Source: an optimization exercise on an open RTL-to-GDS flow (aim: small area, a short achievable clock period and few clock cycles). Production flows keep margins and buffers that such runs may drop.
Power is estimated from default activity; no workload was simulated.

## build 18
## AEC
module AEC(clk, rst, ascii_in, ready, valid, result);
input clk;
input rst;
input ready;
input [7:0] ascii_in;
output valid;
output [6:0] result;
reg active;             
reg valid_r;            
reg k_dig, k_pm, k_mul, k_lp, k_rp;    
reg [3:0] xv;           
wire inexpr = ready | active;
wire [7:0] a = ascii_in;
wire is_eq  = a[4] & a[3] & a[2];              
wire is_dig = a[6] | (a[4] & ~(a[3] & a[2]));  
wire is_op  = ~a[6] & ~a[4];                   
wire [2:0] a_inc = a[2:0] + 3'd1;
always @(posedge clk) begin
	if (rst) begin
		active  <= 1'b0;
		valid_r <= 1'b0;
		k_dig   <= 1'b0;
		k_pm    <= 1'b0;
		k_mul   <= 1'b0;
		k_lp    <= 1'b0;
		k_rp    <= 1'b0;
	end else begin
		active  <= inexpr & ~is_eq;
		valid_r <= inexpr & is_eq;
		k_dig   <= inexpr & is_dig;
		k_pm    <= inexpr & is_op & a[0] & (a[1] | a[2]);  
		k_mul   <= inexpr & is_op & ~a[0] & a[1];           
		k_lp    <= inexpr & is_op & ~a[0] & ~a[1];          
		k_rp    <= inexpr & is_op & a[0] & ~a[2] & ~a[1];   
	end
	xv <= a[6] ? {1'b1, a_inc} : (is_op & a[1] & ~a[0]) ? 4'h1 : a[3:0];
end
reg [6:0] A, B, K;
reg [13:0] E0, E1, E2;    
reg [5:0] F;              
reg po;                   
wire [6:0] r0 = ({7{xv[0]}} & B) ^ {7{k_mul}};
wire [6:0] r1 = {7{xv[1]}} & {B[5:0], 1'b0};
  ...
==> module AEC, before the edit <==
module AEC(clk, rst, ascii_in, ready, valid, result);
input clk;
input rst;
input ready;
input [7:0] ascii_in;
output valid;
output [6:0] result;
reg active;             
reg valid_r;            
reg k_dig, k_pm, k_mul, k_lp, k_rp;    
reg [3:0] xv;           
wire inexpr = ready | active;
wire [7:0] a = ascii_in;
wire is_eq  = a[4] & a[3] & a[2];              
wire is_dig = a[6] | (a[4] & ~(a[3] & a[2]));  
wire is_op  = ~a[6] & ~a[4];                   
wire [2:0] a_inc = a[2:0] + 3'd1;
always @(posedge clk) begin
	if (rst) begin
		active  <= 1'b0;
		valid_r <= 1'b0;
		k_dig   <= 1'b0;
		k_pm    <= 1'b0;
		k_mul   <= 1'b0;
		k_lp    <= 1'b0;
		k_rp    <= 1'b0;
	end else begin
		active  <= inexpr & ~is_eq;
		valid_r <= inexpr & is_eq;
		k_dig   <= inexpr & is_dig;
		k_pm    <= inexpr & is_op & a[0] & (a[1] | a[2]);  
		k_mul   <= inexpr & is_op & ~a[0] & a[1];           
		k_lp    <= inexpr & is_op & ~a[0] & ~a[1];          
		k_rp    <= inexpr & is_op & a[0] & ~a[2] & ~a[1];   
	end
	xv <= a[6] ? {1'b1, a_inc} : (is_op & a[1] & ~a[0]) ? 4'h1 : a[3:0];
end
reg [6:0] A, B, K;
reg [13:0] E0, E1, E2;    
reg [5:0] F;              
reg po;                   
wire [6:0] r0 = ({7{xv[0]}} & B) ^ {7{k_mul}};
wire [6:0] r1 = {7{xv[1]}} & {B[5:0], 1'b0};
wire [6:0] r2 = {7{xv[2]}} & {B[4:0], 2'b0};
wire [6:0] r3 = {7{xv[3]}} & {B[3:0], 3'b0};
wire [6:0] s1 = r0 ^ r1 ^ r2;
wire [6:0] c1 = (r0 & r1) | (r0 & r2) | (r1 & r2);
wire [6:0] t1 = {c1[5:0], 1'b0};
wire [6:0] s2 = s1 ^ t1 ^ r3;
wire [6:0] c2 = (s1 & t1) | (s1 & r3) | (t1 & r3);
wire [6:0] t2 = {c2[5:0], k_mul};
wire [6:0] s3 = s2 ^ t2 ^ A;
wire [6:0] c3 = (s2 & t2) | (s2 & A) | (t2 & A);
wire [6:0] P = s2 + t2;
wire [6:0] Q = s3 + {c3[5:0], 1'b0};
wire [6:0] S_o = F[0] ? E0[13:7] : 7'd0;
wire [6:0] R = S_o + A;
wire [6:0] K_o = F[0] ? E0[6:0] : K;
wire [6:0] negK = ~K + 7'd1;
always @(posedge clk) begin
	if (rst) begin
		A  <= 7'd0;
		B  <= 7'd1;
		K  <= 7'd1;
		F  <= 6'd0;
		po <= 1'b0;
	end else begin
		po <= k_mul | k_pm;
		if (valid_r) begin
			A <= 7'd0;
			B <= 7'd1;
			K <= 7'd1;
		end else if (k_dig) begin
			A <= Q;
			B <= P;
		end else if (k_mul) begin
			A <= Q;
		end else if (k_pm) begin
			B <= xv[2] ? negK : K;
		end else if (k_lp) begin
			A <= 7'd0;
			K <= B;
		end else if (k_rp) begin
			A <= R;
			B <= A;
			K <= K_o;
		end
		if (k_lp)
			F <= {F[4:0], po};
		else if (k_rp)
			F <= {1'b0, F[5:1]};
	end
	if (k_lp & po) begin
		E0 <= {A, K};
		E1 <= E0;
		E2 <= E1;
	end else if (k_rp & F[0]) begin
		E0 <= E1;
		E1 <= E2;
	end
end
assign valid  = valid_r;
assign result = A;
endmodule
export LEC_CHECK = 0
export ABC_AREA = 1
export CAP_MARGIN = 20
export CORE_MARGIN = 2
export CORE_UTILIZATION = 50
export SLEW_MARGIN = 20
create_clock -name core_clock -period 14.0 [get_ports {clk}]
standard.sh (not shown) runs the stock make flow with config.mk's settings and CLKGATE_MAP_FILE= SYNTH_SCRIPT=/design/flow/synth_recipe.tcl, a recipe that flattens the netlist after the stock synthesis.
==> flow/flow/run.sh <==
#!/bin/bash
# Runs the standard ORFS layout (standard.sh) with the extra make
# settings listed one per line in flow/make_args.
set -euo pipefail
mapfile -t extra < flow/make_args
bash standard.sh "${extra[@]}" finish > standard_flow.log 2>&1
==> flow/flow/make_args <==
SETUP_SLACK_MARGIN=10
BUFFER_PORTS_ARGS=-buffer_cell sky130_fd_sc_hd__buf_1
CTS_ARGS=-sink_clustering_enable -repair_clock_nets -dont_use_dummy_load -buf_list sky130_fd_sc_hd__clkbuf_8
Build 18: no failed stages, no open violations at the end
## Diff of input files: build 37 against build 18
==> flow/design.v <==
module AEC(clk, rst, ascii_in, ready, valid, result);
input clk;
input rst;
input ready;
input [7:0] ascii_in;
output valid;
output [6:0] result;
reg active;             
reg valid_r;            
reg k_dig, k_pm, k_mul, k_lp, k_rp;    
reg [3:0] xv;           
wire inexpr = ready | active;
wire [7:0] a = ascii_in;
wire is_eq  = a[4] & a[3] & a[2];              
wire is_dig = a[6] | (a[4] & ~(a[3] & a[2]));  
wire is_op  = ~a[6] & ~a[4];                   
wire [2:0] a_inc = a[2:0] + 3'd1;
always @(posedge clk) begin
	if (rst) begin
		active  <= 1'b0;
		valid_r <= 1'b0;
		k_dig   <= 1'b0;
		k_pm    <= 1'b0;
		k_mul   <= 1'b0;
		k_lp    <= 1'b0;
		k_rp    <= 1'b0;
	end else begin
		active  <= inexpr & ~is_eq;
		valid_r <= inexpr & is_eq;
		k_dig   <= inexpr & is_dig;
		k_pm    <= inexpr & is_op & a[0] & (a[1] | a[2]);  
		k_mul   <= inexpr & is_op & ~a[0] & a[1];           
		k_lp    <= inexpr & is_op & ~a[0] & ~a[1];          
		k_rp    <= inexpr & is_op & a[0] & ~a[2] & ~a[1];   
	end
	xv <= a[6] ? {1'b1, a_inc} : (is_op & a[1] & ~a[0]) ? 4'hf : a[3:0];
end
reg [6:0] A, B, K;
reg [13:0] E0, E1, E2;    
reg [5:0] F;              
reg po;                   
wire [6:0] P = B * xv + (k_mul ? {~B[2:0], 4'd0} + 7'd16 : 7'd0);
wire [6:0] Q = A + P;
wire [6:0] S_o = F[0] ? E0[13:7] : 7'd0;
wire [6:0] R = S_o + A;
wire [6:0] K_o = F[0] ? E0[6:0] : K;
wire [6:0] negK = ~K + 7'd1;
always @(posedge clk) begin
	if (rst) begin
		A  <= 7'd0;
		B  <= 7'd1;
		K  <= 7'd1;
		F  <= 6'd0;
		po <= 1'b0;
	end else begin
		po <= k_mul | k_pm;
		if (valid_r) begin
			A <= 7'd0;
			B <= 7'd1;
			K <= 7'd1;
		end else if (k_dig) begin
			A <= Q;
			B <= P;
		end else if (k_mul) begin
			A <= Q;
		end else if (k_pm) begin
			B <= xv[2] ? negK : K;
		end else if (k_lp) begin
			A <= 7'd0;
			K <= B;
		end else if (k_rp) begin
			A <= R;
			B <= A;
			K <= K_o;
		end
		if (k_lp)
			F <= {F[4:0], po};
		else if (k_rp)
			F <= {1'b0, F[5:1]};
	end
	if (k_lp & po) begin
		E0 <= {A, K};
		E1 <= E0;
		E2 <= E1;
	end else if (k_rp & F[0]) begin
		E0 <= E1;
		E1 <= E2;
	end
end
assign valid  = valid_r;
assign result = A;
endmodule
## What came out
- Any difference in die height between build 18 and build 37 is small enough to ignore.
- Cell area (build 37 vs. build 18) increases by a few percent
- Of build 37 and build 18, the higher post-route fraction of the period consumed by the critical path belongs to build 18.
- Looking at setup slack after layout across build 37 and build 18, the one that comes out higher is build 37.
- The final reports for build 37 and build 18 show total design power higher in the former.
- Against build 18, number of global-route vias before repair in build 37 fell slightly.
- The detailed-route via count of build 37 exceeds that of build 18 by 59.
- For summed instance area of the synthesized netlist, build 37 and build 18 come out practically identical.
- [build 37] fraction of power consumed by combinational cells rose 1.7 points relative to build 18
- Die outline area essentially unchanged between build 18 and build 37.
- Build 37 vs. build 18: total of cells resized after clock tree synthesis went up by 4.
No run of this note included a check of the RTL's function; only the layout flow was run.

-- port drivers added, routing unchanged --
The results above use ideal ports. As a check the final layouts listed here were re-extracted and re-timed, cells and wires unchanged. Step 1, drivers: a clkbuf_16 drives clk and a buf_2 each remaining input, both assumed. Step 2, shift: input delay + t, output delay - t, t = (earliest + latest rising clock arrival at the registers) / 2. This alone moves slack from input paths to output paths. a / b / c = no drivers / after step 1 / after step 2; a / b = the first two.
| run | shift t [ns] | slack for setup (ns) | worst register clock-pin slew, ns | worst slew at a driven data input, ns |
|---|---|---|---|---|
| build 18 | 0.371 | 10.078 / 10.043 / 10.218 | 0.09 / 0.09 | 0.03 |
| build 37 | 0.371 | 10.125 / 10.092 / 9.940 | 0.09 / 0.09 | 0.03 |
After both steps setup and hold are still met in every run listed. For build 37, which loses most, drivers alone change the setup slack by -0.033 ns; drivers and shift together by -0.185 ns.
